What follows belongs to an exercise in optimizing a design on an open flow for small area, a short achievable clock period and few clock cycles per item; a production flow would make more cautious choices. Function was not checked in any run shown here: the RTL went through the layout flow alone.

==> flow/design.v <==
module multiplier_1(
    input clk,
    input res_n,
    input start,
    output reg done,
    input [15:0] arg1,
    input [15:0] arg2,
    output reg [31:0] product
    );
    reg [1:0] cnt;             
    reg [15:0] S, C;               
    reg ci;                        
    reg [15:0] L;                  
    wire busy = (cnt != 0);
    reg [3:0] xr;                 
    wire [3:0] x = busy ? xr : arg2[3:0];
    wire [15:0] as = ~(busy ? ~S : 16'd0);
    wire [15:0] ac = ~(busy ? ~C : 16'd0);
    wire aci = ~(busy & ci);
    wire [15:0] pp0 = ~(x[0] ? arg1 : 16'd0);
    wire [15:0] pp1 = ~(x[1] ? arg1 : 16'd0);
    wire [15:0] pp2 = ~(x[2] ? arg1 : 16'd0);
    wire [15:0] pp3 = ~(x[3] ? arg1 : 16'd0);
    wire s1;
    wire c2;
    wire s3;
    wire c4;
    wire s5;
    wire c6;
    wire s7;
    wire c8;
    wire s9;
    wire c10;
    wire s11;
    wire c12;
    wire s13;
    wire c14;
    wire s15;
    wire c16;
    wire s17;
    wire c18;
    wire s19;
    wire c20;
    wire s21;
    wire c22;
    wire s23;
    wire c24;
    wire s25;
    wire c26;
    wire s27;
    wire c28;
    wire s29;
    wire c30;
    wire s31;
    wire c32;
    wire s33;
    wire c34;
    wire s35;
    wire c36;
    wire s37;
    wire c38;
    wire s39;
    wire c40;
    wire s41;
    wire c42;
    wire s43;
    wire c44;
    wire s45;
    wire c46;
    wire s47;
    wire c48;
    wire s49;
    wire c50;
    wire s51;
    wire c52;
    wire s53;
    wire c54;
    wire s55;
    wire c56;
    wire s57;
    wire c58;
    wire s59;
    wire c60;
    wire s61;
    wire c62;
    wire s63;
    wire c64;
    wire s65;
    wire c66;
    wire s67;
    wire c68;
    wire s69;
    wire c70;
    wire s71;
    wire c72;
    wire s73;
    wire c74;
    wire s75;
    wire c76;
    wire s77;
    wire c78;
    wire s79;
    wire c80;
    wire s81;
    wire c82;
    wire s83;
    wire c84;
    wire s85;
    wire c86;
    wire s87;
    wire c88;
    wire s89;
    wire c90;
    wire s91;
    wire c92;
    wire s93;
    wire c94;
    wire s95;
    wire c96;
    wire s97;
    wire c98;
    wire s99;
    wire c100;
    wire s101;
    wire c102;
    wire s103;
    wire c104;
    wire s105;
    wire c106;
    wire s107;
    wire c108;
    wire s109;
    wire c110;
    wire s111;
    wire c112;
    wire s113;
    wire c114;
    wire s115;
    wire c116;
    wire s117;
    wire c118;
    wire s119;
    wire c120;
    wire s121;
    wire c122;
    wire s123;
    wire c124;
    wire s125;
    wire c126;
    wire s127;
    wire c128;
    wire s129;
    wire c130;
    mul_fa us1 (.a(as[2]), .b(ac[2]), .c(1'b1), .s(s1), .co(c2));
    mul_fa us3 (.a(as[3]), .b(ac[3]), .c(pp0[3]), .s(s3), .co(c4));
    mul_fa us5 (.a(pp1[2]), .b(pp2[1]), .c(1'b1), .s(s5), .co(c6));
    mul_fa us7 (.a(as[4]), .b(ac[4]), .c(pp0[4]), .s(s7), .co(c8));
    mul_fa us9 (.a(pp1[3]), .b(pp2[2]), .c(pp3[1]), .s(s9), .co(c10));
    mul_fa us11 (.a(as[5]), .b(ac[5]), .c(pp0[5]), .s(s11), .co(c12));
    mul_fa us13 (.a(pp1[4]), .b(pp2[3]), .c(pp3[2]), .s(s13), .co(c14));
    mul_fa us15 (.a(as[6]), .b(ac[6]), .c(pp0[6]), .s(s15), .co(c16));
    mul_fa us17 (.a(pp1[5]), .b(pp2[4]), .c(pp3[3]), .s(s17), .co(c18));
    mul_fa us19 (.a(as[7]), .b(ac[7]), .c(pp0[7]), .s(s19), .co(c20));
    mul_fa us21 (.a(pp1[6]), .b(pp2[5]), .c(pp3[4]), .s(s21), .co(c22));
    mul_fa us23 (.a(as[8]), .b(ac[8]), .c(pp0[8]), .s(s23), .co(c24));
    mul_fa us25 (.a(pp1[7]), .b(pp2[6]), .c(pp3[5]), .s(s25), .co(c26));
    mul_fa us27 (.a(as[9]), .b(ac[9]), .c(pp0[9]), .s(s27), .co(c28));
    mul_fa us29 (.a(pp1[8]), .b(pp2[7]), .c(pp3[6]), .s(s29), .co(c30));
    mul_fa us31 (.a(as[10]), .b(ac[10]), .c(pp0[10]), .s(s31), .co(c32));
    mul_fa us33 (.a(pp1[9]), .b(pp2[8]), .c(pp3[7]), .s(s33), .co(c34));
    mul_fa us35 (.a(as[11]), .b(ac[11]), .c(pp0[11]), .s(s35), .co(c36));
    mul_fa us37 (.a(pp1[10]), .b(pp2[9]), .c(pp3[8]), .s(s37), .co(c38));
    mul_fa us39 (.a(as[12]), .b(ac[12]), .c(pp0[12]), .s(s39), .co(c40));
    mul_fa us41 (.a(pp1[11]), .b(pp2[10]), .c(pp3[9]), .s(s41), .co(c42));
    mul_fa us43 (.a(as[13]), .b(ac[13]), .c(pp0[13]), .s(s43), .co(c44));
    mul_fa us45 (.a(pp1[12]), .b(pp2[11]), .c(pp3[10]), .s(s45), .co(c46));
    mul_fa us47 (.a(as[14]), .b(ac[14]), .c(pp0[14]), .s(s47), .co(c48));
    mul_fa us49 (.a(pp1[13]), .b(pp2[12]), .c(pp3[11]), .s(s49), .co(c50));
    mul_fa us51 (.a(as[15]), .b(ac[15]), .c(pp0[15]), .s(s51), .co(c52));
    mul_fa us53 (.a(pp1[14]), .b(pp2[13]), .c(pp3[12]), .s(s53), .co(c54));
    mul_fa us55 (.a(pp1[15]), .b(pp2[14]), .c(1'b1), .s(s55), .co(c56));
    mul_fa us57 (.a(as[0]), .b(ac[0]), .c(1'b1), .s(s57), .co(c58));
    mul_fa us59 (.a(as[1]), .b(ac[1]), .c(pp0[1]), .s(s59), .co(c60));
    mul_fa us61 (.a(s1), .b(pp0[2]), .c(pp1[1]), .s(s61), .co(c62));
    mul_fa us63 (.a(s3), .b(s5), .c(pp3[0]), .s(s63), .co(c64));
    mul_fa us65 (.a(s7), .b(s9), .c(c4), .s(s65), .co(c66));
    mul_fa us67 (.a(s11), .b(s13), .c(c8), .s(s67), .co(c68));
    mul_fa us69 (.a(s15), .b(s17), .c(c12), .s(s69), .co(c70));
    mul_fa us71 (.a(s19), .b(s21), .c(c16), .s(s71), .co(c72));
    mul_fa us73 (.a(s23), .b(s25), .c(c20), .s(s73), .co(c74));
    mul_fa us75 (.a(s27), .b(s29), .c(c24), .s(s75), .co(c76));
    mul_fa us77 (.a(s31), .b(s33), .c(c28), .s(s77), .co(c78));
    mul_fa us79 (.a(s35), .b(s37), .c(c32), .s(s79), .co(c80));
    mul_fa us81 (.a(s39), .b(s41), .c(c36), .s(s81), .co(c82));
    mul_fa us83 (.a(s43), .b(s45), .c(c40), .s(s83), .co(c84));
    mul_fa us85 (.a(s47), .b(s49), .c(c44), .s(s85), .co(c86));
    mul_fa us87 (.a(s51), .b(s53), .c(c48), .s(s87), .co(c88));
    mul_fa us89 (.a(s55), .b(pp3[13]), .c(c52), .s(s89), .co(c90));
    mul_fa us91 (.a(pp2[15]), .b(pp3[14]), .c(1'b1), .s(s91), .co(c92));
    mul_fa us93 (.a(s57), .b(aci), .c(1'b1), .s(s93), .co(c94));
    mul_fa us95 (.a(s59), .b(pp1[0]), .c(c58), .s(s95), .co(c96));
    mul_fa us97 (.a(s61), .b(pp2[0]), .c(c60), .s(s97), .co(c98));
    mul_fa us99 (.a(s63), .b(c2), .c(c62), .s(s99), .co(c100));
    mul_fa us101 (.a(s65), .b(c6), .c(c64), .s(s101), .co(c102));
    mul_fa us103 (.a(s67), .b(c10), .c(c66), .s(s103), .co(c104));
    mul_fa us105 (.a(s69), .b(c14), .c(c68), .s(s105), .co(c106));
    mul_fa us107 (.a(s71), .b(c18), .c(c70), .s(s107), .co(c108));
    mul_fa us109 (.a(s73), .b(c22), .c(c72), .s(s109), .co(c110));
    mul_fa us111 (.a(s75), .b(c26), .c(c74), .s(s111), .co(c112));
    mul_fa us113 (.a(s77), .b(c30), .c(c76), .s(s113), .co(c114));
    mul_fa us115 (.a(s79), .b(c34), .c(c78), .s(s115), .co(c116));
    mul_fa us117 (.a(s81), .b(c38), .c(c80), .s(s117), .co(c118));
    mul_fa us119 (.a(s83), .b(c42), .c(c82), .s(s119), .co(c120));
    mul_fa us121 (.a(s85), .b(c46), .c(c84), .s(s121), .co(c122));
    mul_fa us123 (.a(s87), .b(c50), .c(c86), .s(s123), .co(c124));
    mul_fa us125 (.a(s89), .b(c54), .c(c88), .s(s125), .co(c126));
    mul_fa us127 (.a(s91), .b(c56), .c(c90), .s(s127), .co(c128));
    mul_fa us129 (.a(pp3[15]), .b(c92), .c(1'b1), .s(s129), .co(c130));
    wire [19:0] ra = {c130, s129, s127, s125, s123, s121, s119, s117, s115, s113, s111, s109, s107, s105, s103, s101, s99, s97, s95, s93};
    wire [19:0] rb = {1'b1, c128, c126, c124, c122, c120, c118, c116, c114, c112, c110, c108, c106, c104, c102, c100, c98, c96, c94, pp0[0]};
    wire [4:0] lo = ~({1'b0, ra[3:0]} + {1'b0, rb[3:0]} + 5'd1);
    always @(*) product = {~(S + C + {15'd0, ~ci}), L};
    always @(posedge clk) begin
        if (!res_n) begin
            done <= 1'b0;
            cnt <= 0;
        end else if (!done && (busy || start)) begin
            cnt <= (cnt == 3) ? 0 : cnt + 1'b1;
            if (cnt == 3) done <= 1'b1;
        end
        if (!done) begin
            S <= ra[19:4];
            C <= rb[19:4];
            ci <= lo[4];
            L <= {lo[3:0], L[15:4]};
        end
        case (cnt)
            0: xr <= arg2[7:4];
            1: xr <= arg2[11:8];
            default: xr <= arg2[15:12];
        endcase
    end
endmodule
module mul_fa(input a, input b, input c, output s, output co);
    assign {co, s} = a + b + c;
endmodule
module mul_ha(input a, input b, output s, output co);
    assign {co, s} = a + b;
endmodule
==> flow/flow/run.sh <==
#!/bin/bash
# The standard layout, with every port buffered by the smallest buffer
# (sky130_fd_sc_hd__buf_1) and a leaner clock tree.
set -euo pipefail
bash standard.sh BUFFER_PORTS_ARGS="-buffer_cell sky130_fd_sc_hd__buf_1" CTS_ARGS="-sink_clustering_enable -repair_clock_nets -dont_use_dummy_load -buf_list sky130_fd_sc_hd__clkbuf_8" > standard.log 2>&1
==> flow/standard.sh <==
#!/bin/bash
# synth_recipe.tcl (not shown) runs the flow's synth.tcl, then flattens the netlist and writes it again
# the make line also repeats each setting of config.mk as NAME=value (left out here)
make -C /OpenROAD-flow-scripts/flow DESIGN_CONFIG=/design/flow/config.mk WORK_HOME=/design/flow/orfs CLKGATE_MAP_FILE= SYNTH_SCRIPT=/design/flow/synth_recipe.tcl "${@:-finish}"
==> flow/config.mk <==
export PLATFORM = sky130hd
export DESIGN_NAME = multiplier_1
export DESIGN_NICKNAME = multiplier_1
export VERILOG_FILES = /design/flow/design.v
export SDC_FILE = /design/flow/constraint.sdc
export NUM_CORES = 4
export LEC_CHECK = 0
export CAP_MARGIN = 20
export CORE_MARGIN = 2
export CORE_UTILIZATION = 40
export PLACE_DENSITY = 0.6
export SETUP_SLACK_MARGIN = 1.6
export SLEW_MARGIN = 20
export SYNTH_HIERARCHICAL = 1
==> flow/constraint.sdc <==
create_clock -name core_clock -period 5.0 [get_ports {clk}]
set_input_delay 1.0000 -clock core_clock [delete_from_list [all_inputs] [get_ports {clk}]]
set_output_delay 1.0000 -clock core_clock [all_outputs]
set_load 0.01 [all_outputs]
==> impl_metrics.toml, run 1 <==
[floorplan]
die_x_um = 109
die_area_mm2 = 0.0119
row_count = 38
die_y_um = 109
start_util_pct = 40.8
core_mm2 = 0.0108
io_pins = 68

[grt]
gr-total-overflow = 0
grt_pass1_wl_um = 14800
antenna_found_initial = 0
grt_start_max_net_pins = 50
first_global_vias = 3020
grt_usage_pct = 16.5

[cts]
clk_pin_slew_ns = 0.11
cts_hold_buffers = 0
cts_tree = "done"
clk_latency_ns = 0.32
root_buffer = "clkbuf_8"
clockBufferDepth = 2
numCtsBuffers = 5
cts_sinks = 55
cts_max_level = 2

[sta]
fin_skew_ns = 0.0249
fmaxAchievable_mhz = 278
tightest_slew_ns = 0.872
period_share_pct = 72.1
finalCriticalPeriod_ns = 3.60
slew_violations = 0
finalHoldViolCount = 0
slew_headroom_pct = 41.8
setup_viol_count_final = 0
rsz0062_at_grt = "true"
finalSetupTns_ns = 0
finalWorstSetupSlack_ns = 1.40

[worst_setup_path]
crit_chain = "inv_2 > fa_2 > inv_2 > fa_2 > nor2b_4 > o2111ai_2 > nand3_2 > buf_4 > a21o_2 > a21oi_2 > xor2_1 > buf_2"
r2r-start = "cnt[0]"
required_ns = 4.00
cp_slowest_cell = "edfxtp_1"
path_delay_family = "adder cells"
path_max_fanout = 2
r2r_setup_slack_ns = 1.69
reg2reg_to = "L[15]"
start_kind = "register"
arrival_ns = 2.60
cp_num_buf_inv = 4
critPathKind = "reg -> out"
r2r_cells = 9
end_kind = "primary output"
cp_slowest_stage_delay_ns = 0.39

[drt]
firstDrtPassIters = 4
routedWlPerCell_um = 15.9
vias = 2857
drtIter0Drc = 110
via_per_inst = 4.91
finalWirelength_um = 9230
drc = 0
final_antenna_net_count = 0

[logic_synthesis]
synth_edf_count = 48
syn_area_mm2 = 0.00440
yosysUniqueCellTypes = 37
synthCells = 362
async_reset_ff_share_pct = 0
synthFlopType = "edfxtp_1"
ys_seq_elements = 55
synth_top_area_share_pct = 32.7
yosys_warnings = 7
synth-seq-area-share_pct = 35.9
yosys-top-cells-area = "edfxtp_1, fa_1, nand2_1, ha_1, or2_2"
yosysTopAreaCell = "edfxtp_1"
avgSynthCellArea_um2 = 12.2

[run_status]
status = "timing/DRC/antenna clean"

[min_path]
min_from = "L[14]"
hp-class = "reg -> reg"
hold_end = "L[10]"
hold_path_depth = 0

[cells_and_area]
final_cells = 582
diodes = 0
fin_nets = 568
most-common-layout-cells = "nand2_1, fa_1, buf_1"
area_delta_synth_final_pct = 15.2
final_common_cell = "nand2_1"
drive_gt1_share_pct = 18.1

[placement]
portBuffers = 67
place_inst = 568
post-place-ws_ns = 1.26
finalWeightedCongestion = 0.771
dp_hpwl_um = 7000

[run]
maxCapViolations = 0
-- cell usage after synthesis, types with 3 or more instances --
master    instances
nand2_1          81
fa_1             68
edfxtp_1         48
or2_2            31
ha_1             21
a21oi_1          16
inv_1            11
clkbuf_1          8
xnor2_1           8
dfxtp_1           7
xor2_1            7
a21o_1            6
nor2_1            6
o21ai_0           5
a22oi_1           4
mux2_2            4
and2_1            3
nand2b_1          3
nor2b_1           3
-- worst register-to-register path: stages, from the launching register on --
cell	delay, ns
dfxtp_2	0.37
inv_1	0.09
ha_4	0.20
buf_2	0.17
or2_2	0.33
fa_1	0.56
fa_1	0.43
fa_1	0.45
ha_1	0.34
xor2_1	0.15
-- layer usage --
layer	up-vias	global-route usage [%]	routed length, um
met5	-	0	0
met3	12	3.71	436
met4	0	5.31	133
met2	64	27.5	4550
li1	1356	-	-
met1	1425	21.3	4120
-- modules after synthesis, one instance, submodules excluded --
module / cells / flops+latches / area [um2] / times used
multiplier_1: 297 / 55 / 3100 / 1
mul_fa: 1 / 0 / 20.0 / 65
-- stage by stage --
step	hold slack [ns]	area (um2)	util [%]
after floorplan	0.499	4480	-
after global placement	0.429	4870	45.1
after detailed placement	0.436	4870	45.1
after CTS	0.464	5010	46.5
after global routing	0.473	5070	47.0
final	0.459	5070	47.0
-- layout make-up --
class	instances	area (um2)
inverter	11	42.5
tap	140	175
clock buffer	5	68.8
multi-input combinational	295	2870
fill	976	5720
sequential	55	1580
timing repair buffer	76	332
-- worst max path at each step --
stage	from	endpoint	slack [ns]	cells after the start
2_1_floorplan	arg2[1]	L[15]	1.60	7
3_3_place_gp	arg2[2]	L[15]	1.31	8
3_5_place_dp	arg2[2]	L[15]	1.26	8
4_1_cts	C[0]	product[28]	1.37	11
5_1_grt	ci	product[24]	1.26	12
6_report	ci	product[24]	1.40	12
-- flip-flops by register name, indices dropped and copies added, names as in the netlist --
register and flops:
done 1, ci 1, xr 4, C 15, S 16, L 16
cnt 2
-- logic make-up after synthesis --
logic type	Yosys count	share of synthesized area, %
fa+ha+maj	89	36.9
mux	4	1.02
buf+inv	19	1.62
xor+xnor	15	2.98
compound gates	44	6.96
other cells	1	0.0851
simple gates	135	14.5
flops	55	35.9
-- repair_timing --
action / 4_1_cts / 5_1_grt
setup buffers: 5 / 4
setup endpoints to repair: 9 / 7
pin swaps: 6 / 9
gates resized for setup: 11 / 11
endpoints found under the hold margin: 0 / 0
==> run 2: changes to the inputs <==
--- a/flow/design.v
+++ b/flow/design.v
@@ -10,11 +10,14 @@
     reg [1:0] cnt;             
+    reg busy;                      
     reg [15:0] S, C;               
-    reg ci;                        
-    reg [15:0] L;                  
-    wire busy = (cnt != 0);
+    reg [3:0] LS, LC;              
+    reg [11:0] L;                  
+    wire [15:0] b = arg2;          
     reg [3:0] xr;                 
-    wire [3:0] x = busy ? xr : arg2[3:0];
+    wire [3:0] x = busy ? xr : b[3:0];
+    wire [19:0] hi = ~({S, LS} + {C, LC} + 1'b1);    
+    wire [4:0] lo = {hi[4] ^ S[0] ^ C[0], hi[3:0]};   
     wire [15:0] as = ~(busy ? ~S : 16'd0);
     wire [15:0] ac = ~(busy ? ~C : 16'd0);
-    wire aci = ~(busy & ci);
+    wire aci = ~(busy & lo[4]);
     wire [15:0] pp0 = ~(x[0] ? arg1 : 16'd0);
@@ -220,4 +223,3 @@
     wire [19:0] rb = {1'b1, c128, c126, c124, c122, c120, c118, c116, c114, c112, c110, c108, c106, c104, c102, c100, c98, c96, c94, pp0[0]};
-    wire [4:0] lo = ~({1'b0, ra[3:0]} + {1'b0, rb[3:0]} + 5'd1);
-    always @(*) product = {~(S + C + {15'd0, ~ci}), L};
+    always @(*) product = {hi[19:0], L};
     always @(posedge clk) begin
@@ -225,2 +227,3 @@
             done <= 1'b0;
+            busy <= 1'b0;
             cnt <= 0;
@@ -228,2 +231,3 @@
             cnt <= (cnt == 3) ? 0 : cnt + 1'b1;
+            busy <= (cnt != 3);
             if (cnt == 3) done <= 1'b1;
@@ -233,9 +237,10 @@
             C <= rb[19:4];
-            ci <= lo[4];
-            L <= {lo[3:0], L[15:4]};
+            LS <= ra[3:0];
+            LC <= rb[3:0];
+            L <= {lo[3:0], L[11:4]};
         end
         case (cnt)
-            0: xr <= arg2[7:4];
-            1: xr <= arg2[11:8];
-            default: xr <= arg2[15:12];
+            0: xr <= b[7:4];
+            1: xr <= b[11:8];
+            default: xr <= b[15:12];
         endcase
@@ -246,4 +251 @@
 endmodule
-module mul_ha(input a, input b, output s, output co);
-    assign {co, s} = a + b;
-endmodule
==> run 2 against run 1 <==
Effect of this change:
- largest cell class unchanged
- clock skew down 0.0067 ns
- wire length grew 12%
- register-to-register slack better by 0.16 ns
- setup slack gained 0.043 ns
- synthesized cell count up 9.7%
- highest routed layer unchanged
- non-clock buffer count unchanged
==> impl_metrics.toml, run 2 <==
[run_status]
status = "timing/DRC/antenna clean"

[sta]
fin_skew_ns = 0.0182
fmaxAchievable_mhz = 281
period_share_pct = 71.2
holdWs_ns = 0.455
finalSetupTns_ns = 0
finalHoldViolCount = 0
tightest_slew_ns = 0.592
setup_viol_count_final = 0
slew_violations = 0
finalCriticalPeriod_ns = 3.56
slew_headroom_pct = 60.5
finalWorstSetupSlack_ns = 1.44
rsz0062_at_grt = "true"

[logic_synthesis]
synthFlopType = "edfxtp_1"
yosysTopAreaCell = "edfxtp_1"
synth-seq-area-share_pct = 36.4
yosys-top-cells-area = "edfxtp_1, fa_1, nand2_1, ha_1, nand2b_1"
yosysUniqueCellTypes = 40
async_reset_ff_share_pct = 0
synthTopCellsByCount = "nand2_1, fa_1, edfxtp_1, nand2b_1, ha_1"
yosys.area_share.simple_pct = 13.7
synth.mux.area_fraction_pct = 1.19
synth_edf_count = 51
synth_top_family_by_area = "adder cells"
yosys_warnings = 7
synth_adder_area_share_pct = 34.4
ys_seq_elements = 59
syn_area_mm2 = 0.00465
synth_top_area_share_pct = 33.0
synth_xor_area_share_pct = 3.58
avgSynthCellArea_um2 = 11.7
synthCells = 397
synth.most_common_cell = "nand2_1"
synth_compound_area_share_pct = 8.94

[run]
maxCapViolations = 0

[placement]
dpl_cell_area_mm2 = 0.00507
portBuffers = 67
finalWeightedCongestion = 0.821
post-place-ws_ns = 1.55
dp_hpwl_um = 7870

[cts]
cts_tree = "done"
cts_hold_buffers = 0
clk_pin_slew_ns = 0.08
root_buffer = "clkbuf_8"
cts_max_level = 3
clk_latency_ns = 0.35
cts_sinks = 59
numCtsBuffers = 9
clockBufferDepth = 2

[worst_setup_path]
r2r_cells = 6
reg2reg_to = "S[8]"
start_kind = "register"
path_max_fanout = 4
arrival_ns = 2.56
r2r_setup_slack_ns = 1.85
critPathKind = "reg -> out"
end_kind = "primary output"
required_ns = 4.00
r2r-start = "busy"

[drt]
vias = 3237
drtIter0Drc = 234
finalWirelength_um = 10300
firstDrtPassIters = 4
drc = 0
via_per_inst = 5.23
final_antenna_net_count = 0
routedWlPerCell_um = 16.7

[grt]
use_met1_pct = 25.3
grt_start_max_net_pins = 47
grt_use_met3_pct = 3.05
met2_usage_pct = 26.9
grt_usage_pct = 17.7
grt_busiest_layer = "met2"
gr-total-overflow = 0
grt_pass1_wl_um = 17200
first_global_vias = 3370
antenna_found_initial = 0

[min_path]
hp-class = "reg -> reg"
hold_end = "L[0]"
min_from = "L[4]"
hold_path_depth = 0

[cells_and_area]
regMostFlops = "S"
drive_gt1_share_pct = 11.8
largest_reg_flops = 16
fin_nets = 601
diodes = 0
fillCellCount = 1048
most-common-layout-cells = "nand2_1, fa_1, buf_1"
final_area_mm2 = 0.00544
top_regs = "S (16), C (15), L (12)"
area_delta_synth_final_pct = 17.1
final_common_cell = "nand2_1"

[floorplan]
die_area_mm2 = 0.0125
io_pins = 68
start_util_pct = 40.9
core_mm2 = 0.0114
die_x_um = 112
die_y_um = 112
row_count = 39
run 2: worst max-delay path by stage:
stage / endpoint / cells past startpoint / slack, ns / start
after detailed placement: S[12] / 6 / 1.55 / arg2[2]
after CTS: product[28] / 9 / 1.46 / LS[0]
after floorplan: S[10] / 6 / 1.69 / arg2[1]
final: product[31] / 8 / 1.44 / LC[1]
after global routing: product[31] / 8 / 1.33 / LS[1]
after global placement: S[12] / 6 / 1.59 / arg2[2]
run 2: per-stage QoR:
stage                     utilization (%)  instances
after floorplan                         -        404
after global placement               44.6        603
after detailed placement             44.6        603
after CTS                            46.8        615
after global routing                 47.9        619
final                                47.9        619
run 2: per-layer routing:
| layer | up-vias | part of all wire, % |
|---|---|---|
| met5 | - | 0 |
| met4 | 0 | 1.6 |
| met2 | 102 | 48 |
| met3 | 13 | 4.8 |
| met1 | 1615 | 46 |
| li1 | 1507 | - |
run 2: per-module statistics from Yosys, one instance, submodules excluded:
module	cell area, um2	cells	copies in the design	flops+latches
multiplier_1	3340	332	1	59
mul_fa	20.0	1	65	0
run 2: logic make-up after synthesis:
family / Yosys count
AND/OR/NAND/NOR: 138
adder cells (fa/ha/maj): 88
AO/OA/AOI/OAI: 65
flip-flops: 59
buffers and inverters: 22
XOR/XNOR: 19
multiplexers: 5
other: 1
run 2: timing repair:
item,4_1_cts,5_1_grt
setup endpoints to repair,10,13
buffers inserted,3,4
resized for setup,20,25
pin swaps,6,11
run 2: layout make-up:
cell class              instances  area (um2)  share of cell area, %
repair buffers                 76         339                   6.23
well taps                     143         179                   3.29
inverters                       9        33.8                  0.621
flip-flops and latches         59        1690                   31.1
clock buffers                   9         124                   2.28
multi-input cells             323        3070                   56.5
run 2: worst max-delay path, cell delays in order, from the launching register on:
cell      delay (ns)
edfxtp_1        0.42
ha_1            0.30
nor2b_4         0.14
o31ai_4         0.20
a31oi_2         0.16
a311o_2         0.48
o22ai_2         0.17
xnor2_1         0.17
clkbuf_2        0.16

-- static timing again, ports no longer ideal --
In the flow no input, the clock included, has a driving cell. The finished layouts below were timed again as built, in two steps.
Step 1, drivers: a clkbuf_16 drives clk and a buf_2 each remaining input, both assumed.
Step 2 times the ports against the registers' clock, not the clock port: input delays grow and output delays shrink by t, the midpoint of the rising clock arrivals with the driver on.
a / b / c = ideal / step 1 / step 2; a / b = the first two.
run | shift t [ns] | setup slack, ns | latest minus earliest clock arrival (ns)
run 1 | 0.339 | 1.397 / 1.363 / 1.355 | 0.026 / 0.026
run 2 | 0.367 | 1.440 / 1.409 / 1.579 | 0.032 / 0.032
After both steps every run listed still meets setup and hold. The setup slack of run 1, which loses most, moves by -0.034 ns with the drivers and by -0.042 ns with both steps.
